Background: an optimization exercise with open tools, aiming at small area. Do not read the settings as production practice.
The RTL was checked by simulation tests, not by an equivalence proof against the original design.
No activity file was given, so power comes from the tool's default toggle rates.

==> flow/design.v, too long to show whole: its modules and the start of the top module <==
// module latency: 17 lines
// module RGB_YCbCr: 1694 lines
// module rgb_fa: 4 lines
// module rgb_maj: 3 lines
// module rgb_g2_1: 3 lines
// module rgb_g2_2: 3 lines
// module rgb_g2_4: 3 lines
// module rgb_g2_6: 3 lines
// module rgb_g2_8: 3 lines
// module rgb_g2_9: 3 lines
// module rgb_g2_b: 3 lines
// module rgb_g2_e: 3 lines
module RGB_YCbCr #(
	parameter	DSIZE	= 16,
	parameter	MSIZE	= 12
)(
	input				clock,
	input				invsync,
	input				inhsync,
	input				inde,
	input [DSIZE-1:0]	inR,
	input [DSIZE-1:0]	inG,
	input [DSIZE-1:0]	inB,
	output				outvsync,
	output				outhsync,
	output				outde,
	output[DSIZE-1:0]	outY,
	output[DSIZE-1:0]	outCb,
	output[DSIZE-1:0]	outCr
);
  // ...
==> flow/run.sh <==
#!/bin/bash
# synth_recipe.tcl (not shown) runs the flow's synth.tcl, then flattens the netlist and writes it again
# the make line also repeats each setting of config.mk as NAME=value (left out here)
make -C /OpenROAD-flow-scripts/flow DESIGN_CONFIG=/design/flow/config.mk WORK_HOME=/design/flow/orfs CLKGATE_MAP_FILE= SYNTH_SCRIPT=/design/flow/synth_recipe.tcl finish
==> flow/config.mk <==
export PLATFORM = sky130hd
export DESIGN_NAME = RGB_YCbCr
export DESIGN_NICKNAME = RGB_YCbCr
export VERILOG_FILES = /design/flow/design.v
export SDC_FILE = /design/flow/constraint.sdc
export NUM_CORES = 4
export LEC_CHECK = 0
export CAP_MARGIN = 20
export CORE_MARGIN = 2
export CORE_UTILIZATION = 40
export SLEW_MARGIN = 20
export SYNTH_HIERARCHICAL = 1
export SYNTH_MINIMUM_KEEP_SIZE = 0
==> flow/constraint.sdc <==
create_clock -name core_clock -period 7.0 [get_ports {clock}]
set_input_delay 1.4000 -clock core_clock [delete_from_list [all_inputs] [get_ports {clock}]]
set_output_delay 1.4000 -clock core_clock [all_outputs]
set_load 0.01 [all_outputs]
==> results.json, run 1 <==
{
  "final_util": 0.476,
  "synth-compound-area-share": 0,
  "routed_via_density": 4.60,
  "synth-seq-cells": 173,
  "cts_tree": "yes",
  "endpoint_kind": "flop",
  "r2r_cells": 15,
  "cp.required_ns": 7.38,
  "avgRoutedWirePerCell_um": 20.0,
  "hpwlAfterDp_um": 23100,
  "buffer_area_frac": 0.0776,
  "cp.arrival_ns": 6.17,
  "syn_nets": 1246,
  "grt.overflow.total": 0,
  "multi_input_area_share": 0.591,
  "antenna_left": 0,
  "routed_wl_um": 27900,
  "ys_async_sr_fraction": 0,
  "power.clock.fraction": 0.134,
  "synth.avg_cell_area_um2": 15.2,
  "startpoint": "q1B[10]",
  "die_y_um": 182,
  "drtPass1Iterations": 5,
  "route.vias.total": 6411,
  "crit_fanout": 6,
  "first_iter_violations": 338,
  "area_growth_syn_to_layout_pct": 17.7,
  "clockRootBuffer": "clkbuf_16",
  "clk_latency_ns": 0.45,
  "met2_usage": 0.315,
  "die_w_um": 182,
  "yosysSeqAreaShare": 0.272,
  "total_power_uw": 7040,
  "outcome": "finished clean",
  "r2r-start": "q1B[10]",
  "dieArea_mm2": 0.0333,
  "post_cts_buffers": 0,
  "wirelength_met1_um": 11700,
  "clkbuf_count": 18,
  "crit_buf_inv": 1
}
==> inputs of run 2 (changes only) <==
--- a/flow/design.v
+++ b/flow/design.v
@@ -99,19 +99,16 @@
 reg r2_60;
 reg r2_61;
 reg r2_62;
 reg r2_63;
 reg r2_64;
 reg r2_65;
 reg r2_66;
 reg r2_67;
-reg r2_68;
-reg r2_69;
-reg r2_70;
 reg [15:0] Y_q, Cb_q, Cr_q;
 wire y37;
 wire c38;
 wire c39;
 wire s40;
 wire c40;
 wire y41;
 wire s42;
@@ -515,38 +512,40 @@
 wire s345;
 wire c345;
 wire y346;
 wire y347;
 wire s348;
 wire c348;
 wire s349;
 wire c349;
-wire y350;
-wire y351;
-wire s352;
-wire c352;
+wire s350;
+wire c350;
+wire s351;
+wire c351;
+wire y352;
 wire y353;
 wire y354;
 wire y355;
-wire y356;
+wire s356;
+wire c356;
 wire s357;
 wire c357;
 wire s358;
 wire c358;
 wire s359;
 wire c359;
 wire s360;
 wire c360;
 wire s361;
 wire c361;
-wire s362;
-wire c362;
+wire y362;
 wire y363;
-wire y364;
+wire s364;
+wire c364;
 wire s365;
 wire c365;
 wire s366;
 wire c366;
 wire s367;
 wire c367;
 wire s368;
 wire c368;
@@ -619,152 +618,152 @@
 wire s402;
 wire c402;
 wire s403;
 wire c403;
 wire s404;
 wire c404;
 wire s405;
 wire c405;
-wire s406;
-wire c406;
+wire y406;
 wire y407;
-wire y408;
+wire s408;
+wire c408;
 wire s409;
 wire c409;
 wire s410;
 wire c410;
 wire s411;
 wire c411;
 wire s412;
 wire c412;
 wire s413;
 wire c413;
 wire s414;
 wire c414;
 wire s415;
 wire c415;
 wire s416;
 wire c416;
-wire s417;
-wire c417;
+wire y417;
 wire y418;
 wire y419;
 wire y420;
-wire y421;
+wire s421;
+wire c421;
 wire s422;
 wire c422;
 wire s423;
 wire c423;
 wire s424;
 wire c424;
 wire s425;
 wire c425;
 wire s426;
 wire c426;
 wire s427;
 wire c427;
 wire s428;
 wire c428;
 wire s429;
 wire c429;
-wire s430;
-wire c430;
+wire y430;
 wire y431;
-wire y432;
+wire s432;
+wire c432;
 wire s433;
 wire c433;
 wire s434;
 wire c434;
 wire s435;
 wire c435;
 wire s436;
 wire c436;
 wire s437;
 wire c437;
 wire s438;
 wire c438;
 wire s439;
 wire c439;
 wire s440;
 wire c440;
-wire s441;
-wire c441;
+wire y441;
 wire y442;
-wire y443;
+wire s443;
+wire c443;
 wire s444;
 wire c444;
 wire s445;
 wire c445;
 wire s446;
 wire c446;
 wire s447;
 wire c447;
 wire s448;
 wire c448;
 wire s449;
 wire c449;
-wire s450;
-wire c450;
+wire y450;
 wire y451;
-wire y452;
+wire s452;
+wire c452;
 wire s453;
 wire c453;
 wire s454;
 wire c454;
 wire s455;
 wire c455;
 wire s456;
 wire c456;
 wire s457;
 wire c457;
 wire s458;
 wire c458;
-wire s459;
-wire c459;
+wire y459;
 wire y460;
-wire y461;
+wire s461;
+wire c461;
 wire s462;
 wire c462;
 wire s463;
 wire c463;
 wire s464;
 wire c464;
 wire s465;
 wire c465;
-wire s466;
-wire c466;
+wire y466;
 wire y467;
 wire y468;
 wire y469;
-wire y470;
+wire s470;
+wire c470;
 wire s471;
 wire c471;
 wire s472;
 wire c472;
 wire s473;
 wire c473;
-wire s474;
-wire c474;
+wire y474;
 wire y475;
 wire y476;
 wire y477;
-wire y478;
+wire s478;
+wire c478;
 wire s479;
 wire c479;
 wire s480;
 wire c480;
-wire s481;
-wire c481;
+wire y481;
 wire y482;
 wire y483;
-wire s484;
-wire c484;
-wire y485;
-wire y486;
+wire y484;
+wire s485;
+wire c485;
+wire s486;
+wire c486;
 wire y487;
 wire y488;
 wire y489;
 wire y490;
 wire s491;
 wire c491;
 wire s492;
 wire c492;
@@ -983,43 +982,41 @@
 wire y610;
 wire y611;
 wire s612;
 wire c612;
 wire s613;
 wire c613;
 wire s614;
 wire c614;
-wire s615;
-wire c615;
-wire s616;
-wire c616;
-wire y617;
-wire y618;
+wire y615;
+wire y616;
+wire s617;
+wire c617;
+wire s618;
+wire c618;
 wire y619;
 wire y620;
 wire y621;
 wire y622;
 wire s623;
 wire c623;
-wire s624;
-wire c624;
+wire y624;
 wire y625;
-wire y626;
+wire s626;
+wire c626;
 wire y627;
-wire s628;
-wire c628;
-wire s629;
-wire c629;
-wire y630;
+wire y628;
+wire y629;
+wire s630;
+wire c630;
 wire y631;
 wire y632;
 wire y633;
-wire s634;
-wire c634;
+wire y634;
 wire s635;
 wire c635;
 wire y636;
 wire y637;
 rgb_g2_b u37 (inR[2], inR[0], y37);
 rgb_maj u38 (.a(inR[3]), .b(~inR[1]), .c(y37), .co(c38));
 rgb_maj u39 (.a(inR[4]), .b(~inR[2]), .c(c38), .co(c39));
 rgb_fa u40 (.a(inR[5]), .b(inR[0]), .c(~inR[3]), .s(s40), .co(c40));
@@ -1282,157 +1279,157 @@
 rgb_fa u342 (.a(s341), .b(c334), .c(y336), .s(s342), .co(c342));
 rgb_fa u343 (.a(q1R[13]), .b(q1G[12]), .c(q1B[14]), .s(s343), .co(c343));
 rgb_fa u344 (.a(y338), .b(s343), .c(c339), .s(s344), .co(c344));
 rgb_fa u345 (.a(s344), .b(c340), .c(c341), .s(s345), .co(c345));
 rgb_g2_6 u346 (s345, c342, y346);
 rgb_g2_8 u347 (s345, c342, y347);
 rgb_fa u348 (.a(q1R[14]), .b(q1G[13]), .c(q1B[15]), .s(s348), .co(c348));
 rgb_fa u349 (.a(c343), .b(s348), .c(c344), .s(s349), .co(c349));
-rgb_g2_6 u350 (s349, c345, y350);
-rgb_g2_8 u351 (s349, c345, y351);
-rgb_fa u352 (.a(q1R[15]), .b(q1G[14]), .c(c348), .s(s352), .co(c352));
-rgb_g2_6 u353 (s352, c349, y353);
-rgb_g2_8 u354 (s352, c349, y354);
-rgb_g2_6 u355 (q1G[15], c352, y355);
-rgb_g2_8 u356 (q1G[15], c352, y356);
-rgb_fa u357 (.a(r1_3), .b(q1B[9]), .c(q1B[1]), .s(s357), .co(c357));
-rgb_fa u358 (.a(~q1R[11]), .b(~q1R[7]), .c(q1B[11]), .s(s358), .co(c358));
-rgb_fa u359 (.a(q1B[4]), .b(q1R[5]), .c(q1R[3]), .s(s359), .co(c359));
-rgb_fa u360 (.a(q1G[9]), .b(q1G[7]), .c(q1G[5]), .s(s360), .co(c360));
-rgb_fa u361 (.a(q1G[2]), .b(~s357), .c(s358), .s(s361), .co(c361));
-rgb_fa u362 (.a(s359), .b(s360), .c(s361), .s(s362), .co(c362));
-rgb_g2_9 u363 (r1_4, r1_5, y363);
-rgb_g2_b u364 (r1_4, r1_5, y364);
-rgb_fa u365 (.a(y363), .b(~q1B[10]), .c(~q1B[2]), .s(s365), .co(c365));
-rgb_fa u366 (.a(~q1R[12]), .b(~q1R[8]), .c(q1B[12]), .s(s366), .co(c366));
-rgb_fa u367 (.a(q1B[5]), .b(q1R[6]), .c(q1R[4]), .s(s367), .co(c367));
-rgb_fa u368 (.a(q1G[10]), .b(q1G[8]), .c(q1G[6]), .s(s368), .co(c368));
-rgb_fa u369 (.a(q1G[3]), .b(~c357), .c(c358), .s(s369), .co(c369));
-rgb_fa u370 (.a(c359), .b(c360), .c(s365), .s(s370), .co(c370));
-rgb_fa u371 (.a(s366), .b(s367), .c(s368), .s(s371), .co(c371));
-rgb_fa u372 (.a(c361), .b(s369), .c(s370), .s(s372), .co(c372));
-rgb_fa u373 (.a(s371), .b(c362), .c(s372), .s(s373), .co(c373));
-rgb_fa u374 (.a(~r1_6), .b(y364), .c(q1B[11]), .s(s374), .co(c374));
-rgb_fa u375 (.a(q1B[3]), .b(q1R[13]), .c(q1R[9]), .s(s375), .co(c375));
-rgb_fa u376 (.a(~q1B[13]), .b(~q1B[6]), .c(~q1R[7]), .s(s376), .co(c376));
-rgb_fa u377 (.a(q1R[5]), .b(q1G[11]), .c(q1G[9]), .s(s377), .co(c377));
-rgb_fa u378 (.a(q1G[7]), .b(q1G[4]), .c(c365), .s(s378), .co(c378));
-rgb_fa u379 (.a(c366), .b(c367), .c(c368), .s(s379), .co(c379));
-rgb_fa u380 (.a(s374), .b(s375), .c(s376), .s(s380), .co(c380));
-rgb_fa u381 (.a(s377), .b(c369), .c(c370), .s(s381), .co(c381));
-rgb_fa u382 (.a(c371), .b(s378), .c(s379), .s(s382), .co(c382));
-rgb_fa u383 (.a(~s380), .b(s381), .c(s382), .s(s383), .co(c383));
-rgb_fa u384 (.a(c372), .b(s383), .c(c373), .s(s384), .co(c384));
-rgb_fa u385 (.a(~q1B[12]), .b(~q1B[4]), .c(~q1R[14]), .s(s385), .co(c385));
-rgb_fa u386 (.a(~q1R[10]), .b(q1B[14]), .c(q1B[7]), .s(s386), .co(c386));
-rgb_fa u387 (.a(q1R[8]), .b(q1R[6]), .c(q1G[12]), .s(s387), .co(c387));
-rgb_fa u388 (.a(q1G[10]), .b(q1G[8]), .c(q1G[5]), .s(s388), .co(c388));
-rgb_fa u389 (.a(c374), .b(c375), .c(c376), .s(s389), .co(c389));
-rgb_fa u390 (.a(c377), .b(s385), .c(s386), .s(s390), .co(c390));
-rgb_fa u391 (.a(s387), .b(s388), .c(c378), .s(s391), .co(c391));
-rgb_fa u392 (.a(c379), .b(~c380), .c(~s389), .s(s392), .co(c392));
-rgb_fa u393 (.a(s390), .b(c381), .c(c382), .s(s393), .co(c393));
-rgb_fa u394 (.a(s391), .b(s392), .c(c383), .s(s394), .co(c394));
-rgb_fa u395 (.a(s393), .b(s394), .c(c384), .s(s395), .co(c395));
-rgb_fa u396 (.a(~q1B[13]), .b(~q1B[5]), .c(~q1R[15]), .s(s396), .co(c396));
-rgb_fa u397 (.a(~q1R[11]), .b(q1B[15]), .c(q1B[8]), .s(s397), .co(c397));
-rgb_fa u398 (.a(q1R[9]), .b(q1R[7]), .c(q1G[13]), .s(s398), .co(c398));
-rgb_fa u399 (.a(q1G[11]), .b(q1G[9]), .c(q1G[6]), .s(s399), .co(c399));
-rgb_fa u400 (.a(c385), .b(c386), .c(c387), .s(s400), .co(c400));
-rgb_fa u401 (.a(c388), .b(s396), .c(s397), .s(s401), .co(c401));
-rgb_fa u402 (.a(s398), .b(s399), .c(~c389), .s(s402), .co(c402));
-rgb_fa u403 (.a(c390), .b(s400), .c(s401), .s(s403), .co(c403));
-rgb_fa u404 (.a(c391), .b(c392), .c(s402), .s(s404), .co(c404));
-rgb_fa u405 (.a(s403), .b(c393), .c(s404), .s(s405), .co(c405));
-rgb_fa u406 (.a(c394), .b(s405), .c(c395), .s(s406), .co(c406));
-rgb_g2_6 u407 (q1B[14], q1B[6], y407);
-rgb_g2_1 u408 (q1B[14], q1B[6], y408);
-rgb_fa u409 (.a(~q1R[12]), .b(q1B[9]), .c(q1R[10]), .s(s409), .co(c409));
-rgb_fa u410 (.a(q1R[8]), .b(q1G[14]), .c(q1G[12]), .s(s410), .co(c410));
-rgb_fa u411 (.a(q1G[10]), .b(q1G[7]), .c(y407), .s(s411), .co(c411));
-rgb_fa u412 (.a(c396), .b(c397), .c(c398), .s(s412), .co(c412));
-rgb_fa u413 (.a(c399), .b(s409), .c(s410), .s(s413), .co(c413));
-rgb_fa u414 (.a(s411), .b(c400), .c(c401), .s(s414), .co(c414));
-rgb_fa u415 (.a(s412), .b(s413), .c(c402), .s(s415), .co(c415));
-rgb_fa u416 (.a(s414), .b(c403), .c(c404), .s(s416), .co(c416));
-rgb_fa u417 (.a(s415), .b(c405), .c(s416), .s(s417), .co(c417));
-rgb_g2_6 u418 (s417, c406, y418);
-rgb_g2_1 u419 (s417, c406, y419);
-rgb_g2_6 u420 (q1B[15], q1B[7], y420);
-rgb_g2_1 u421 (q1B[15], q1B[7], y421);
-rgb_fa u422 (.a(~q1R[13]), .b(q1B[10]), .c(q1R[11]), .s(s422), .co(c422));
-rgb_fa u423 (.a(q1R[9]), .b(q1G[15]), .c(q1G[13]), .s(s423), .co(c423));
-rgb_fa u424 (.a(q1G[11]), .b(q1G[8]), .c(y408), .s(s424), .co(c424));
-rgb_fa u425 (.a(y420), .b(c409), .c(c410), .s(s425), .co(c425));
-rgb_fa u426 (.a(s422), .b(s423), .c(c411), .s(s426), .co(c426));
-rgb_fa u427 (.a(s424), .b(c412), .c(c413), .s(s427), .co(c427));
-rgb_fa u428 (.a(s425), .b(s426), .c(c414), .s(s428), .co(c428));
-rgb_fa u429 (.a(s427), .b(c415), .c(s428), .s(s429), .co(c429));
-rgb_fa u430 (.a(c416), .b(s429), .c(c417), .s(s430), .co(c430));
-rgb_g2_9 u431 (s430, y419, y431);
-rgb_g2_b u432 (s430, y419, y432);
-rgb_fa u433 (.a(~q1B[8]), .b(~q1R[14]), .c(q1B[11]), .s(s433), .co(c433));
-rgb_fa u434 (.a(q1R[12]), .b(q1R[10]), .c(q1G[14]), .s(s434), .co(c434));
-rgb_fa u435 (.a(q1G[12]), .b(q1G[9]), .c(y421), .s(s435), .co(c435));
-rgb_fa u436 (.a(c422), .b(c423), .c(s433), .s(s436), .co(c436));
-rgb_fa u437 (.a(s434), .b(c424), .c(s435), .s(s437), .co(c437));
-rgb_fa u438 (.a(c425), .b(s436), .c(c426), .s(s438), .co(c438));
-rgb_fa u439 (.a(s437), .b(c427), .c(s438), .s(s439), .co(c439));
-rgb_fa u440 (.a(c428), .b(s439), .c(c429), .s(s440), .co(c440));
-rgb_fa u441 (.a(s440), .b(c430), .c(y432), .s(s441), .co(c441));
-rgb_g2_6 u442 (q1B[9], q1R[15], y442);
-rgb_g2_1 u443 (q1B[9], q1R[15], y443);
-rgb_fa u444 (.a(q1B[12]), .b(q1R[13]), .c(q1R[11]), .s(s444), .co(c444));
-rgb_fa u445 (.a(q1G[15]), .b(q1G[13]), .c(q1G[10]), .s(s445), .co(c445));
-rgb_fa u446 (.a(y442), .b(c433), .c(c434), .s(s446), .co(c446));
-rgb_fa u447 (.a(s444), .b(s445), .c(c435), .s(s447), .co(c447));
-rgb_fa u448 (.a(c436), .b(s446), .c(s447), .s(s448), .co(c448));
-rgb_fa u449 (.a(c437), .b(c438), .c(s448), .s(s449), .co(c449));
-rgb_fa u450 (.a(c439), .b(s449), .c(c440), .s(s450), .co(c450));
-rgb_g2_6 u451 (s450, c441, y451);
-rgb_g2_e u452 (s450, c441, y452);
-rgb_fa u453 (.a(~q1B[10]), .b(q1B[13]), .c(q1R[14]), .s(s453), .co(c453));
-rgb_fa u454 (.a(q1R[12]), .b(q1G[14]), .c(q1G[11]), .s(s454), .co(c454));
-rgb_fa u455 (.a(y443), .b(c444), .c(c445), .s(s455), .co(c455));
-rgb_fa u456 (.a(s453), .b(s454), .c(c446), .s(s456), .co(c456));
-rgb_fa u457 (.a(s455), .b(c447), .c(s456), .s(s457), .co(c457));
-rgb_fa u458 (.a(c448), .b(s457), .c(c449), .s(s458), .co(c458));
-rgb_fa u459 (.a(s458), .b(c450), .c(y452), .s(s459), .co(c459));
-rgb_g2_9 u460 (q1B[11], q1B[14], y460);
-rgb_g2_4 u461 (q1B[11], q1B[14], y461);
-rgb_fa u462 (.a(q1R[15]), .b(q1R[13]), .c(q1G[15]), .s(s462), .co(c462));
-rgb_fa u463 (.a(q1G[12]), .b(y460), .c(c453), .s(s463), .co(c463));
-rgb_fa u464 (.a(c454), .b(s462), .c(c455), .s(s464), .co(c464));
-rgb_fa u465 (.a(s463), .b(c456), .c(s464), .s(s465), .co(c465));
-rgb_fa u466 (.a(c457), .b(s465), .c(c458), .s(s466), .co(c466));
-rgb_g2_6 u467 (s466, c459, y467);
-rgb_g2_1 u468 (s466, c459, y468);
-rgb_g2_9 u469 (q1B[12], q1B[15], y469);
-rgb_g2_b u470 (q1B[12], q1B[15], y470);
-rgb_fa u471 (.a(q1R[14]), .b(q1G[13]), .c(y461), .s(s471), .co(c471));
-rgb_fa u472 (.a(y469), .b(c462), .c(s471), .s(s472), .co(c472));
-rgb_fa u473 (.a(c463), .b(s472), .c(c464), .s(s473), .co(c473));
-rgb_fa u474 (.a(c465), .b(s473), .c(c466), .s(s474), .co(c474));
-rgb_g2_9 u475 (s474, y468, y475);
-rgb_g2_4 u476 (s474, y468, y476);
-rgb_g2_6 u477 (q1B[13], q1R[15], y477);
-rgb_g2_b u478 (q1B[13], q1R[15], y478);
-rgb_fa u479 (.a(~q1G[14]), .b(y470), .c(y477), .s(s479), .co(c479));
-rgb_fa u480 (.a(c471), .b(~s479), .c(c472), .s(s480), .co(c480));
-rgb_fa u481 (.a(s480), .b(c473), .c(c474), .s(s481), .co(c481));
-rgb_g2_6 u482 (q1B[14], q1G[15], y482);
-rgb_g2_b u483 (q1B[14], q1G[15], y483);
-rgb_fa u484 (.a(y478), .b(y482), .c(c479), .s(s484), .co(c484));
-rgb_g2_9 u485 (s484, c480, y485);
-rgb_g2_2 u486 (s484, c480, y486);
-rgb_g2_9 u487 (q1B[15], y483, y487);
-rgb_g2_1 u488 (q1B[15], y483, y488);
-rgb_g2_6 u489 (y487, c484, y489);
-rgb_g2_8 u490 (y487, c484, y490);
+rgb_fa u350 (.a(s349), .b(c345), .c(y347), .s(s350), .co(c350));
+rgb_fa u351 (.a(q1R[15]), .b(q1G[14]), .c(c348), .s(s351), .co(c351));
+rgb_g2_6 u352 (s351, c349, y352);
+rgb_g2_8 u353 (s351, c349, y353);
+rgb_g2_6 u354 (q1G[15], c351, y354);
+rgb_g2_8 u355 (q1G[15], c351, y355);
+rgb_fa u356 (.a(r1_3), .b(q1B[9]), .c(q1B[1]), .s(s356), .co(c356));
+rgb_fa u357 (.a(~q1R[11]), .b(~q1R[7]), .c(q1B[11]), .s(s357), .co(c357));
+rgb_fa u358 (.a(q1B[4]), .b(q1R[5]), .c(q1R[3]), .s(s358), .co(c358));
+rgb_fa u359 (.a(q1G[9]), .b(q1G[7]), .c(q1G[5]), .s(s359), .co(c359));
+rgb_fa u360 (.a(q1G[2]), .b(~s356), .c(s357), .s(s360), .co(c360));
+rgb_fa u361 (.a(s358), .b(s359), .c(s360), .s(s361), .co(c361));
+rgb_g2_9 u362 (r1_4, r1_5, y362);
+rgb_g2_b u363 (r1_4, r1_5, y363);
+rgb_fa u364 (.a(y362), .b(~q1B[10]), .c(~q1B[2]), .s(s364), .co(c364));
+rgb_fa u365 (.a(~q1R[12]), .b(~q1R[8]), .c(q1B[12]), .s(s365), .co(c365));
+rgb_fa u366 (.a(q1B[5]), .b(q1R[6]), .c(q1R[4]), .s(s366), .co(c366));
+rgb_fa u367 (.a(q1G[10]), .b(q1G[8]), .c(q1G[6]), .s(s367), .co(c367));
+rgb_fa u368 (.a(q1G[3]), .b(~c356), .c(c357), .s(s368), .co(c368));
+rgb_fa u369 (.a(c358), .b(c359), .c(s364), .s(s369), .co(c369));
+rgb_fa u370 (.a(s365), .b(s366), .c(s367), .s(s370), .co(c370));
+rgb_fa u371 (.a(c360), .b(s368), .c(s369), .s(s371), .co(c371));
+rgb_fa u372 (.a(s370), .b(c361), .c(s371), .s(s372), .co(c372));
+rgb_fa u373 (.a(~r1_6), .b(y363), .c(q1B[11]), .s(s373), .co(c373));
+rgb_fa u374 (.a(q1B[3]), .b(q1R[13]), .c(q1R[9]), .s(s374), .co(c374));
+rgb_fa u375 (.a(~q1B[13]), .b(~q1B[6]), .c(~q1R[7]), .s(s375), .co(c375));
+rgb_fa u376 (.a(q1R[5]), .b(q1G[11]), .c(q1G[9]), .s(s376), .co(c376));
+rgb_fa u377 (.a(q1G[7]), .b(q1G[4]), .c(c364), .s(s377), .co(c377));
+rgb_fa u378 (.a(c365), .b(c366), .c(c367), .s(s378), .co(c378));
+rgb_fa u379 (.a(s373), .b(s374), .c(s375), .s(s379), .co(c379));
+rgb_fa u380 (.a(s376), .b(c368), .c(c369), .s(s380), .co(c380));
+rgb_fa u381 (.a(c370), .b(s377), .c(s378), .s(s381), .co(c381));
+rgb_fa u382 (.a(~s379), .b(s380), .c(s381), .s(s382), .co(c382));
+rgb_fa u383 (.a(c371), .b(s382), .c(c372), .s(s383), .co(c383));
+rgb_fa u384 (.a(~q1B[12]), .b(~q1B[4]), .c(~q1R[14]), .s(s384), .co(c384));
+rgb_fa u385 (.a(~q1R[10]), .b(q1B[14]), .c(q1B[7]), .s(s385), .co(c385));
+rgb_fa u386 (.a(q1R[8]), .b(q1R[6]), .c(q1G[12]), .s(s386), .co(c386));
+rgb_fa u387 (.a(q1G[10]), .b(q1G[8]), .c(q1G[5]), .s(s387), .co(c387));
+rgb_fa u388 (.a(c373), .b(c374), .c(c375), .s(s388), .co(c388));
+rgb_fa u389 (.a(c376), .b(s384), .c(s385), .s(s389), .co(c389));
+rgb_fa u390 (.a(s386), .b(s387), .c(c377), .s(s390), .co(c390));
+rgb_fa u391 (.a(c378), .b(~c379), .c(~s388), .s(s391), .co(c391));
+rgb_fa u392 (.a(s389), .b(c380), .c(c381), .s(s392), .co(c392));
+rgb_fa u393 (.a(s390), .b(s391), .c(c382), .s(s393), .co(c393));
+rgb_fa u394 (.a(s392), .b(s393), .c(c383), .s(s394), .co(c394));
+rgb_fa u395 (.a(~q1B[13]), .b(~q1B[5]), .c(~q1R[15]), .s(s395), .co(c395));
+rgb_fa u396 (.a(~q1R[11]), .b(q1B[15]), .c(q1B[8]), .s(s396), .co(c396));
+rgb_fa u397 (.a(q1R[9]), .b(q1R[7]), .c(q1G[13]), .s(s397), .co(c397));
+rgb_fa u398 (.a(q1G[11]), .b(q1G[9]), .c(q1G[6]), .s(s398), .co(c398));
+rgb_fa u399 (.a(c384), .b(c385), .c(c386), .s(s399), .co(c399));
+rgb_fa u400 (.a(c387), .b(s395), .c(s396), .s(s400), .co(c400));
+rgb_fa u401 (.a(s397), .b(s398), .c(~c388), .s(s401), .co(c401));
+rgb_fa u402 (.a(c389), .b(s399), .c(s400), .s(s402), .co(c402));
+rgb_fa u403 (.a(c390), .b(c391), .c(s401), .s(s403), .co(c403));
+rgb_fa u404 (.a(s402), .b(c392), .c(s403), .s(s404), .co(c404));
+rgb_fa u405 (.a(c393), .b(s404), .c(c394), .s(s405), .co(c405));
+rgb_g2_6 u406 (q1B[14], q1B[6], y406);
+rgb_g2_1 u407 (q1B[14], q1B[6], y407);
+rgb_fa u408 (.a(~q1R[12]), .b(q1B[9]), .c(q1R[10]), .s(s408), .co(c408));
+rgb_fa u409 (.a(q1R[8]), .b(q1G[14]), .c(q1G[12]), .s(s409), .co(c409));
+rgb_fa u410 (.a(q1G[10]), .b(q1G[7]), .c(y406), .s(s410), .co(c410));
+rgb_fa u411 (.a(c395), .b(c396), .c(c397), .s(s411), .co(c411));
+rgb_fa u412 (.a(c398), .b(s408), .c(s409), .s(s412), .co(c412));
+rgb_fa u413 (.a(s410), .b(c399), .c(c400), .s(s413), .co(c413));
+rgb_fa u414 (.a(s411), .b(s412), .c(c401), .s(s414), .co(c414));
+rgb_fa u415 (.a(s413), .b(c402), .c(c403), .s(s415), .co(c415));
+rgb_fa u416 (.a(s414), .b(c404), .c(s415), .s(s416), .co(c416));
+rgb_g2_6 u417 (s416, c405, y417);
+rgb_g2_1 u418 (s416, c405, y418);
+rgb_g2_6 u419 (q1B[15], q1B[7], y419);
+rgb_g2_1 u420 (q1B[15], q1B[7], y420);
+rgb_fa u421 (.a(~q1R[13]), .b(q1B[10]), .c(q1R[11]), .s(s421), .co(c421));
+rgb_fa u422 (.a(q1R[9]), .b(q1G[15]), .c(q1G[13]), .s(s422), .co(c422));
+rgb_fa u423 (.a(q1G[11]), .b(q1G[8]), .c(y407), .s(s423), .co(c423));
+rgb_fa u424 (.a(y419), .b(c408), .c(c409), .s(s424), .co(c424));
+rgb_fa u425 (.a(s421), .b(s422), .c(c410), .s(s425), .co(c425));
+rgb_fa u426 (.a(s423), .b(c411), .c(c412), .s(s426), .co(c426));
+rgb_fa u427 (.a(s424), .b(s425), .c(c413), .s(s427), .co(c427));
+rgb_fa u428 (.a(s426), .b(c414), .c(s427), .s(s428), .co(c428));
+rgb_fa u429 (.a(c415), .b(s428), .c(c416), .s(s429), .co(c429));
+rgb_g2_9 u430 (s429, y418, y430);
+rgb_g2_b u431 (s429, y418, y431);
+rgb_fa u432 (.a(~q1B[8]), .b(~q1R[14]), .c(q1B[11]), .s(s432), .co(c432));
+rgb_fa u433 (.a(q1R[12]), .b(q1R[10]), .c(q1G[14]), .s(s433), .co(c433));
+rgb_fa u434 (.a(q1G[12]), .b(q1G[9]), .c(y420), .s(s434), .co(c434));
+rgb_fa u435 (.a(c421), .b(c422), .c(s432), .s(s435), .co(c435));
+rgb_fa u436 (.a(s433), .b(c423), .c(s434), .s(s436), .co(c436));
+rgb_fa u437 (.a(c424), .b(s435), .c(c425), .s(s437), .co(c437));
+rgb_fa u438 (.a(s436), .b(c426), .c(s437), .s(s438), .co(c438));
+rgb_fa u439 (.a(c427), .b(s438), .c(c428), .s(s439), .co(c439));
+rgb_fa u440 (.a(s439), .b(c429), .c(y431), .s(s440), .co(c440));
+rgb_g2_6 u441 (q1B[9], q1R[15], y441);
+rgb_g2_1 u442 (q1B[9], q1R[15], y442);
+rgb_fa u443 (.a(q1B[12]), .b(q1R[13]), .c(q1R[11]), .s(s443), .co(c443));
+rgb_fa u444 (.a(q1G[15]), .b(q1G[13]), .c(q1G[10]), .s(s444), .co(c444));
+rgb_fa u445 (.a(y441), .b(c432), .c(c433), .s(s445), .co(c445));
+rgb_fa u446 (.a(s443), .b(s444), .c(c434), .s(s446), .co(c446));
+rgb_fa u447 (.a(c435), .b(s445), .c(s446), .s(s447), .co(c447));
+rgb_fa u448 (.a(c436), .b(c437), .c(s447), .s(s448), .co(c448));
+rgb_fa u449 (.a(c438), .b(s448), .c(c439), .s(s449), .co(c449));
+rgb_g2_6 u450 (s449, c440, y450);
+rgb_g2_e u451 (s449, c440, y451);
+rgb_fa u452 (.a(~q1B[10]), .b(q1B[13]), .c(q1R[14]), .s(s452), .co(c452));
+rgb_fa u453 (.a(q1R[12]), .b(q1G[14]), .c(q1G[11]), .s(s453), .co(c453));
+rgb_fa u454 (.a(y442), .b(c443), .c(c444), .s(s454), .co(c454));
+rgb_fa u455 (.a(s452), .b(s453), .c(c445), .s(s455), .co(c455));
+rgb_fa u456 (.a(s454), .b(c446), .c(s455), .s(s456), .co(c456));
+rgb_fa u457 (.a(c447), .b(s456), .c(c448), .s(s457), .co(c457));
+rgb_fa u458 (.a(s457), .b(c449), .c(y451), .s(s458), .co(c458));
+rgb_g2_9 u459 (q1B[11], q1B[14], y459);
+rgb_g2_4 u460 (q1B[11], q1B[14], y460);
+rgb_fa u461 (.a(q1R[15]), .b(q1R[13]), .c(q1G[15]), .s(s461), .co(c461));
+rgb_fa u462 (.a(q1G[12]), .b(y459), .c(c452), .s(s462), .co(c462));
+rgb_fa u463 (.a(c453), .b(s461), .c(c454), .s(s463), .co(c463));
+rgb_fa u464 (.a(s462), .b(c455), .c(s463), .s(s464), .co(c464));
+rgb_fa u465 (.a(c456), .b(s464), .c(c457), .s(s465), .co(c465));
+rgb_g2_6 u466 (s465, c458, y466);
+rgb_g2_1 u467 (s465, c458, y467);
+rgb_g2_9 u468 (q1B[12], q1B[15], y468);
+rgb_g2_b u469 (q1B[12], q1B[15], y469);
+rgb_fa u470 (.a(q1R[14]), .b(q1G[13]), .c(y460), .s(s470), .co(c470));
+rgb_fa u471 (.a(y468), .b(c461), .c(s470), .s(s471), .co(c471));
+rgb_fa u472 (.a(c462), .b(s471), .c(c463), .s(s472), .co(c472));
+rgb_fa u473 (.a(c464), .b(s472), .c(c465), .s(s473), .co(c473));
+rgb_g2_9 u474 (s473, y467, y474);
+rgb_g2_4 u475 (s473, y467, y475);
+rgb_g2_6 u476 (q1B[13], q1R[15], y476);
+rgb_g2_b u477 (q1B[13], q1R[15], y477);
+rgb_fa u478 (.a(~q1G[14]), .b(y469), .c(y476), .s(s478), .co(c478));
+rgb_fa u479 (.a(c470), .b(~s478), .c(c471), .s(s479), .co(c479));
+rgb_fa u480 (.a(s479), .b(c472), .c(c473), .s(s480), .co(c480));
+rgb_g2_9 u481 (s480, y475, y481);
+rgb_g2_4 u482 (s480, y475, y482);
+rgb_g2_6 u483 (q1B[14], q1G[15], y483);
+rgb_g2_b u484 (q1B[14], q1G[15], y484);
+rgb_fa u485 (.a(y477), .b(y483), .c(c478), .s(s485), .co(c485));
+rgb_fa u486 (.a(~s485), .b(c479), .c(c480), .s(s486), .co(c486));
+rgb_g2_9 u487 (q1B[15], y484, y487);
+rgb_g2_1 u488 (q1B[15], y484, y488);
+rgb_g2_6 u489 (y487, c485, y489);
+rgb_g2_8 u490 (y487, c485, y490);
 rgb_fa u491 (.a(~r1_7), .b(r1_8), .c(q1R[9]), .s(s491), .co(c491));
 rgb_fa u492 (.a(q1R[1]), .b(q1G[12]), .c(q1G[7]), .s(s492), .co(c492));
 rgb_fa u493 (.a(q1G[3]), .b(q1B[12]), .c(~q1R[11]), .s(s493), .co(c493));
 rgb_fa u494 (.a(q1R[4]), .b(q1G[10]), .c(q1G[1]), .s(s494), .co(c494));
 rgb_fa u495 (.a(~q1B[10]), .b(~q1B[7]), .c(~q1B[4]), .s(s495), .co(c495));
 rgb_fa u496 (.a(s491), .b(s492), .c(s493), .s(s496), .co(c496));
 rgb_fa u497 (.a(~s494), .b(s495), .c(s496), .s(s497), .co(c497));
 rgb_g2_6 u498 (r1_9, r1_10, y498);
@@ -1547,38 +1544,38 @@
 rgb_fa u607 (.a(~s606), .b(c598), .c(c599), .s(s607), .co(c607));
 rgb_g2_9 u608 (s607, y601, y608);
 rgb_g2_4 u609 (s607, y601, y609);
 rgb_g2_9 u610 (q1R[13], q1G[15], y610);
 rgb_g2_e u611 (q1R[13], q1G[15], y611);
 rgb_fa u612 (.a(~q1G[13]), .b(y603), .c(y610), .s(s612), .co(c612));
 rgb_fa u613 (.a(c604), .b(s612), .c(c605), .s(s613), .co(c613));
 rgb_fa u614 (.a(c606), .b(s613), .c(~c607), .s(s614), .co(c614));
-rgb_fa u615 (.a(q1R[14]), .b(~q1G[14]), .c(y611), .s(s615), .co(c615));
-rgb_fa u616 (.a(c612), .b(s615), .c(c613), .s(s616), .co(c616));
-rgb_g2_6 u617 (q1R[15], q1G[15], y617);
-rgb_g2_4 u618 (q1R[15], q1G[15], y618);
-rgb_g2_6 u619 (y617, c615, y619);
-rgb_g2_8 u620 (y617, c615, y620);
-rgb_g2_6 u621 (r2_24, r2_25, y621);
-rgb_g2_8 u622 (r2_24, r2_25, y622);
-rgb_fa u623 (.a(r2_26), .b(r2_27), .c(y622), .s(s623), .co(c623));
-rgb_fa u624 (.a(r2_28), .b(r2_29), .c(c623), .s(s624), .co(c624));
-rgb_g2_6 u625 (r2_30, c624, y625);
-rgb_g2_9 u626 (r2_43, r2_44, y626);
-rgb_g2_2 u627 (r2_43, r2_44, y627);
-rgb_fa u628 (.a(~r2_45), .b(r2_46), .c(y627), .s(s628), .co(c628));
-rgb_fa u629 (.a(r2_47), .b(r2_48), .c(c628), .s(s629), .co(c629));
-rgb_g2_6 u630 (r2_49, r2_50, y630);
-rgb_g2_6 u631 (y630, c629, y631);
-rgb_g2_6 u632 (r2_63, r2_64, y632);
-rgb_g2_8 u633 (r2_63, r2_64, y633);
-rgb_fa u634 (.a(r2_65), .b(r2_66), .c(y633), .s(s634), .co(c634));
-rgb_fa u635 (.a(r2_67), .b(r2_68), .c(c634), .s(s635), .co(c635));
-rgb_g2_6 u636 (r2_69, r2_70, y636);
+rgb_g2_6 u615 (s614, y609, y615);
+rgb_g2_8 u616 (s614, y609, y616);
+rgb_fa u617 (.a(q1R[14]), .b(~q1G[14]), .c(y611), .s(s617), .co(c617));
+rgb_fa u618 (.a(c612), .b(s617), .c(c613), .s(s618), .co(c618));
+rgb_g2_6 u619 (s618, c614, y619);
+rgb_g2_8 u620 (s618, c614, y620);
+rgb_g2_6 u621 (q1R[15], q1G[15], y621);
+rgb_g2_4 u622 (q1R[15], q1G[15], y622);
+rgb_fa u623 (.a(y621), .b(c617), .c(c618), .s(s623), .co(c623));
+rgb_g2_6 u624 (r2_25, r2_26, y624);
+rgb_g2_8 u625 (r2_25, r2_26, y625);
+rgb_fa u626 (.a(r2_27), .b(r2_28), .c(y625), .s(s626), .co(c626));
+rgb_g2_6 u627 (r2_29, c626, y627);
+rgb_g2_9 u628 (r2_43, r2_44, y628);
+rgb_g2_2 u629 (r2_43, r2_44, y629);
+rgb_fa u630 (.a(~r2_45), .b(r2_46), .c(y629), .s(s630), .co(c630));
+rgb_g2_6 u631 (r2_47, r2_48, y631);
+rgb_g2_6 u632 (y631, c630, y632);
+rgb_g2_6 u633 (r2_62, r2_63, y633);
+rgb_g2_8 u634 (r2_62, r2_63, y634);
+rgb_fa u635 (.a(r2_64), .b(r2_65), .c(y634), .s(s635), .co(c635));
+rgb_g2_6 u636 (r2_66, r2_67, y636);
 rgb_g2_6 u637 (y636, c635, y637);
 always @(posedge clock) begin
 	q1R <= inR;
 	q1G <= inG;
 	q1B <= inB;
 	r1_0 <= s194;
 	r1_1 <= s195;
 	r1_2 <= c195;
@@ -1598,109 +1595,106 @@
 	r2_16 <= s290;
 	r2_17 <= y298;
 	r2_18 <= y308;
 	r2_19 <= y318;
 	r2_20 <= y327;
 	r2_21 <= y335;
 	r2_22 <= s342;
 	r2_23 <= y346;
-	r2_24 <= y347;
-	r2_25 <= y350;
-	r2_26 <= y351;
+	r2_24 <= s350;
+	r2_25 <= c350;
+	r2_26 <= y352;
 	r2_27 <= y353;
 	r2_28 <= y354;
 	r2_29 <= y355;
-	r2_30 <= y356;
-	r2_31 <= s362;
-	r2_32 <= s373;
-	r2_33 <= s384;
-	r2_34 <= s395;
-	r2_35 <= s406;
-	r2_36 <= y418;
-	r2_37 <= y431;
-	r2_38 <= s441;
-	r2_39 <= y451;
-	r2_40 <= s459;
-	r2_41 <= y467;
-	r2_42 <= y475;
-	r2_43 <= y476;
-	r2_44 <= s481;
-	r2_45 <= c481;
-	r2_46 <= y485;
-	r2_47 <= y486;
-	r2_48 <= y489;
-	r2_49 <= y490;
-	r2_50 <= y488;
-	r2_51 <= s497;
-	r2_52 <= s509;
-	r2_53 <= s521;
-	r2_54 <= s533;
-	r2_55 <= s544;
-	r2_56 <= y556;
-	r2_57 <= y568;
-	r2_58 <= s577;
-	r2_59 <= y586;
-	r2_60 <= s593;
-	r2_61 <= y600;
-	r2_62 <= y608;
-	r2_63 <= y609;
-	r2_64 <= s614;
-	r2_65 <= c614;
-	r2_66 <= s616;
-	r2_67 <= c616;
-	r2_68 <= y619;
-	r2_69 <= y620;
-	r2_70 <= y618;
+	r2_30 <= s361;
+	r2_31 <= s372;
+	r2_32 <= s383;
+	r2_33 <= s394;
+	r2_34 <= s405;
+	r2_35 <= y417;
+	r2_36 <= y430;
+	r2_37 <= s440;
+	r2_38 <= y450;
+	r2_39 <= s458;
+	r2_40 <= y466;
+	r2_41 <= y474;
+	r2_42 <= y481;
+	r2_43 <= y482;
+	r2_44 <= s486;
+	r2_45 <= c486;
+	r2_46 <= y489;
+	r2_47 <= y490;
+	r2_48 <= y488;
+	r2_49 <= s497;
+	r2_50 <= s509;
+	r2_51 <= s521;
+	r2_52 <= s533;
+	r2_53 <= s544;
+	r2_54 <= y556;
+	r2_55 <= y568;
+	r2_56 <= s577;
+	r2_57 <= y586;
+	r2_58 <= s593;
+	r2_59 <= y600;
+	r2_60 <= y608;
+	r2_61 <= y615;
+	r2_62 <= y616;
+	r2_63 <= y619;
+	r2_64 <= y620;
+	r2_65 <= s623;
+	r2_66 <= c623;
+	r2_67 <= y622;
 	Y_q[0] <= r2_12;
 	Y_q[1] <= r2_13;
 	Y_q[2] <= r2_14;
 	Y_q[3] <= r2_15;
 	Y_q[4] <= r2_16;
 	Y_q[5] <= r2_17;
 	Y_q[6] <= r2_18;
 	Y_q[7] <= r2_19;
 	Y_q[8] <= r2_20;
 	Y_q[9] <= r2_21;
 	Y_q[10] <= r2_22;
 	Y_q[11] <= r2_23;
-	Y_q[12] <= y621;
-	Y_q[13] <= s623;
-	Y_q[14] <= s624;
-	Y_q[15] <= y625;
-	Cb_q[0] <= ~r2_31;
-	Cb_q[1] <= ~r2_32;
-	Cb_q[2] <= ~r2_33;
-	Cb_q[3] <= ~r2_34;
-	Cb_q[4] <= ~r2_35;
-	Cb_q[5] <= r2_36;
-	Cb_q[6] <= r2_37;
-	Cb_q[7] <= ~r2_38;
-	Cb_q[8] <= r2_39;
-	Cb_q[9] <= ~r2_40;
-	Cb_q[10] <= r2_41;
-	Cb_q[11] <= r2_42;
-	Cb_q[12] <= y626;
-	Cb_q[13] <= s628;
-	Cb_q[14] <= s629;
-	Cb_q[15] <= y631;
-	Cr_q[0] <= r2_51;
-	Cr_q[1] <= r2_52;
-	Cr_q[2] <= r2_53;
-	Cr_q[3] <= r2_54;
-	Cr_q[4] <= r2_55;
-	Cr_q[5] <= r2_56;
-	Cr_q[6] <= r2_57;
-	Cr_q[7] <= ~r2_58;
-	Cr_q[8] <= r2_59;
-	Cr_q[9] <= ~r2_60;
-	Cr_q[10] <= r2_61;
-	Cr_q[11] <= r2_62;
-	Cr_q[12] <= y632;
-	Cr_q[13] <= s634;
+	Y_q[12] <= r2_24;
+	Y_q[13] <= y624;
+	Y_q[14] <= s626;
+	Y_q[15] <= y627;
+	Cb_q[0] <= ~r2_30;
+	Cb_q[1] <= ~r2_31;
+	Cb_q[2] <= ~r2_32;
+	Cb_q[3] <= ~r2_33;
+	Cb_q[4] <= ~r2_34;
+	Cb_q[5] <= r2_35;
+	Cb_q[6] <= r2_36;
+	Cb_q[7] <= ~r2_37;
+	Cb_q[8] <= r2_38;
+	Cb_q[9] <= ~r2_39;
+	Cb_q[10] <= r2_40;
+	Cb_q[11] <= r2_41;
+	Cb_q[12] <= r2_42;
+	Cb_q[13] <= y628;
+	Cb_q[14] <= s630;
+	Cb_q[15] <= y632;
+	Cr_q[0] <= r2_49;
+	Cr_q[1] <= r2_50;
+	Cr_q[2] <= r2_51;
+	Cr_q[3] <= r2_52;
+	Cr_q[4] <= r2_53;
+	Cr_q[5] <= r2_54;
+	Cr_q[6] <= r2_55;
+	Cr_q[7] <= ~r2_56;
+	Cr_q[8] <= r2_57;
+	Cr_q[9] <= ~r2_58;
+	Cr_q[10] <= r2_59;
+	Cr_q[11] <= r2_60;
+	Cr_q[12] <= r2_61;
+	Cr_q[13] <= y633;
 	Cr_q[14] <= s635;
 	Cr_q[15] <= y637;
 end
 assign outY = Y_q;
 assign outCb = Cb_q;
 assign outCr = Cr_q;
 latency #(
 	.LAT		(3),
==> run 2 against run 1 <==
Compared with the run above: still clean; non-clock buffer count is 2 higher; global-route usage is 0.18 points higher; via count hardly changed; register-to-register slack worse by 0.27 ns; maximum frequency is 4.5% lower; flip-flop and latch count is 3 lower; critical path depth is 1 lower; core utilization is 0.18 points higher; sequential share of layout area is 0.43 points lower; area after synthesis is 0.44% lower; power is 2.0% higher; combinational power is 2% higher; largest cell class unchanged; largest power group unchanged; highest routed layer unchanged.
==> results.json, run 2 <==
{
  "antenna_found_initial": 0,
  "power_density_mw_per_mm2": 478,
  "worst_ir_drop_vdd_mv": 0.352,
  "power.clock.fraction": 0.143,
  "syn_nets": 1244,
  "die_y_um": 182,
  "grt_max_degree": 17,
  "post_cts_buffers": 0,
  "row_count": 65,
  "avgRoutedWirePerCell_um": 20.1,
  "grt_util_met1": 0.264,
  "tightest_slew_ns": 0.906,
  "outcome": "finished clean",
  "clockRootBuffer": "clkbuf_16",
  "grt_pass1_wl_um": 46100,
  "hold_viol_final": 0,
  "layout_setup_ws_ns": 0.942,
  "routed_via_density": 4.60,
  "final_common_cell": "fa_1",
  "fin_skew_ns": 0.0143,
  "power.switching_uw": 2840,
  "holdBufCountCts": 0,
  "cp-start-kind": "flop",
  "p_int_uw": 4340,
  "synth.area.top_cells": "fa_1 (56%), dfxtp_1 (27%), maj3_2 (5.2%)",
  "yosysTopAreaCell": "fa_1",
  "grt_pass1_vias": 7733,
  "core_region_area_mm2": 0.0314,
  "area_growth_syn_to_layout_pct": 18.3,
  "cp.arrival_ns": 6.37,
  "synth_edf_count": 0,
  "criticalPathCategory": "flop to flop",
  "synth-seq-cells": 170,
  "final_cell_mix": "fa_1 (355), dfxtp_1 (170), inv_1 (111), clkdlybuf4s50_1 (102), maj3_2 (59)",
  "holdWs_ns": 0.326,
  "antenna_cells": 0,
  "seq_power_share": 0.221,
  "rsz0062_at_grt": "false",
  "fin_setup_tns_ns": 0,
  "fin_crit_ns": 6.06,
  "r2r_setup_slack_ns": 0.94,
  "busiest_layer": "met2",
  "power.share.switching": 0.395,
  "slew-limit-headroom": 0.395,
  "p_leak_uw": 0.00606,
  "nNetsFinal": 1386,
  "maxCapViolCount": 0,
  "cts_buffers": 17,
  "hpwlAfterDp_um": 23300,
  "yosysTopAreaCellShare": 0.560,
  "cts_tree": "yes",
  "pre_cts_ws_ns": 0.933,
  "synth.cell_area_mm2": 0.0127,
  "cts_resized": 0,
  "layout-drive-gt1-share": 0.123,
  "timing.final.crit_share": 0.865,
  "synthMostInstantiatedCell": "fa_1",
  "cts-htree-levels": 4,
  "drtPass1Iterations": 4,
  "synth.avg_cell_area_um2": 15.2,
  "start_util": 0.404,
  "route.vias.total": 6410,
  "synth_common_cells": "fa_1 (355), dfxtp_1 (170), inv_1 (111)",
  "clk_latency_ns": 0.44,
  "routed_wl_um": 28100,
  "met2_usage": 0.309,
  "synthDistinctLibCells": 11,
  "io_buffers": 102,
  "die_w_um": 182,
  "cp.required_ns": 7.31,
  "postSynthCellCount": 837,
  "total_power_uw": 7180,
  "fmax_mhz": 165,
  "gp_congestion": 0.917,
  "path_clk_slew_ns": 0.07,
  "fin_cells": 1394,
  "clock_path_buffers": 2,
  "drc": 0,
  "p_comb_frac": 0.636,
  "synthFlopType": "dfxtp_1",
  "crit_fanout": 8,
  "yosysSeqAreaShare": 0.268,
  "io_pins": 103,
  "hp-class": "flop to flop",
  "setup_viol": 0,
  "ys_async_sr_fraction": 0,
  "dp.cells": 1362,
  "fill_cells": 2744,
  "clkSinkCount": 170,
  "first_iter_violations": 239,
  "grt.overflow.total": 0,
  "dieArea_mm2": 0.0332,
  "antenna_left": 0,
  "endpoint_kind": "flop",
  "use_met3": 0.0387,
  "top_regs": "Cb_q (16), Cr_q (16), Y_q (16)",
  "yosys_warnings": 9,
  "gr-usage-all-layers": 0.192,
  "finalMaxSlewViolations": 0
}
run 2: cell types whose count changed after synthesis:
cell,previous run,this run
dfxtp_1,173,170
inv_1,110,111
run 2: metal layers:
layer / vias to the layer above / wire length (µm) / part of all wire
met2: 169 / 13700 / 0.49
met3: 37 / 1560 / 0.056
met1: 3438 / 12200 / 0.44
met4: 0 / 570 / 0.020
met5: - / 0 / 0
li1: 2766 / - / -
run 2: area by class of cell:
| cell class | count | area [µm²] | area share |
|---|---|---|---|
| clock buffers | 20 | 457 | 0.0304 |
| clock inverters | 12 | 188 | 0.0125 |
| inverters | 111 | 417 | 0.0278 |
| multi-input cells | 556 | 8860 | 0.591 |
| flip-flops and latches | 170 | 3400 | 0.227 |
| well taps | 402 | 503 | 0.0335 |
| repair buffers | 123 | 1180 | 0.0785 |
run 2: per-module statistics from Yosys (local to each module, per instance), excerpt:
module	flip-flops and latches	times used	cells	cell area (µm²)
RGB_YCbCr	161	1	272	3640
rgb_fa	0	355	1	20.0
rgb_g2_1	0	15	1	3.75
rgb_g2_2	0	1	1	13.8
rgb_g2_4	0	10	1	13.8
rgb_g2_6	0	39	1	8.76
rgb_g2_8	0	25	1	6.26
rgb_g2_9	0	25	1	8.76
rgb_g2_b	0	8	1	6.26
rgb_g2_e	0	19	1	6.26
rgb_maj	0	59	1	11.3
run 2: worst max-delay path, stage by stage (launching register included):
cell     delay, ns
dfxtp_1       0.51
fa_1          0.52
fa_1          0.42
fa_1          0.44
fa_1          0.46
fa_1          0.40
fa_1          0.39
fa_1          0.39
fa_1          0.39
fa_1          0.39
fa_1          0.47
and2_1        0.17
fa_1          0.39
and2_1        0.17
fa_1          0.44
run 2: worst paths after layout:
kind,from,to,cells past startpoint
worst max register to register,q1B[13],r2_24,14
worst min register to register,r2_12,Y_q[0],0
worst min-delay path,r2_12,Y_q[0],0
worst max-delay path,q1B[13],r2_24,14
run 2: per-stage QoR:
step | utilization | cell area [µm²]
floorplan | - | 12700
global placement | 0.458 | 14400
detailed placement | 0.458 | 14400
CTS | 0.478 | 15000
global route | 0.478 | 15000
finish | 0.478 | 15000
run 2: power by group through the flow:
stage / Clock (µW) / Sequential [µW] / Combinational [µW]
detailed placement: 0 / 1620 / 4630
global route: 1100 / 1630 / 5250
floorplan: 0 / 1660 / 3080
finish: 1030 / 1590 / 4560
CTS: 1060 / 1590 / 4670
global placement: 0 / 1620 / 4620
run 2: cells by family after synthesis:
family	count (synthesis)	synth area share
DFF	170	0.268
xor gates and xnor gates	64	0.0442
adders and majority gates	414	0.613
and+or+nand+nor	78	0.0420
buffers and inverters	111	0.0328

-- re-timing with driven ports --
Ports are ideal in the flow. The routed layouts listed here were re-timed in OpenROAD. Step 1, drivers: a clkbuf_16 drives clock and a buf_2 each remaining input, both assumed. Step 2 adds t to the input delays and takes it off the output delays; t is the mean of the earliest and latest rising clock arrival at the registers after step 1. Input paths then give back, and output paths get back, about the clock's delay inside the block. Slacks: ideal / step 1 / step 2; pairs: ideal / step 1.
run | t (ns) | setup slack, ns | worst setup path after step 2 | worst slew at a driven data input, ns
run 1 | 0.484 | 1.216 / 1.216 / 1.153 | input to register | 0.04
run 2 | 0.485 | 0.942 / 0.942 / 0.942 | register to register | 0.05
After both steps setup and hold are still met in every run listed. The setup slack of run 1, which loses most, moves by 0.000 ns with the drivers and by -0.063 ns with both steps.
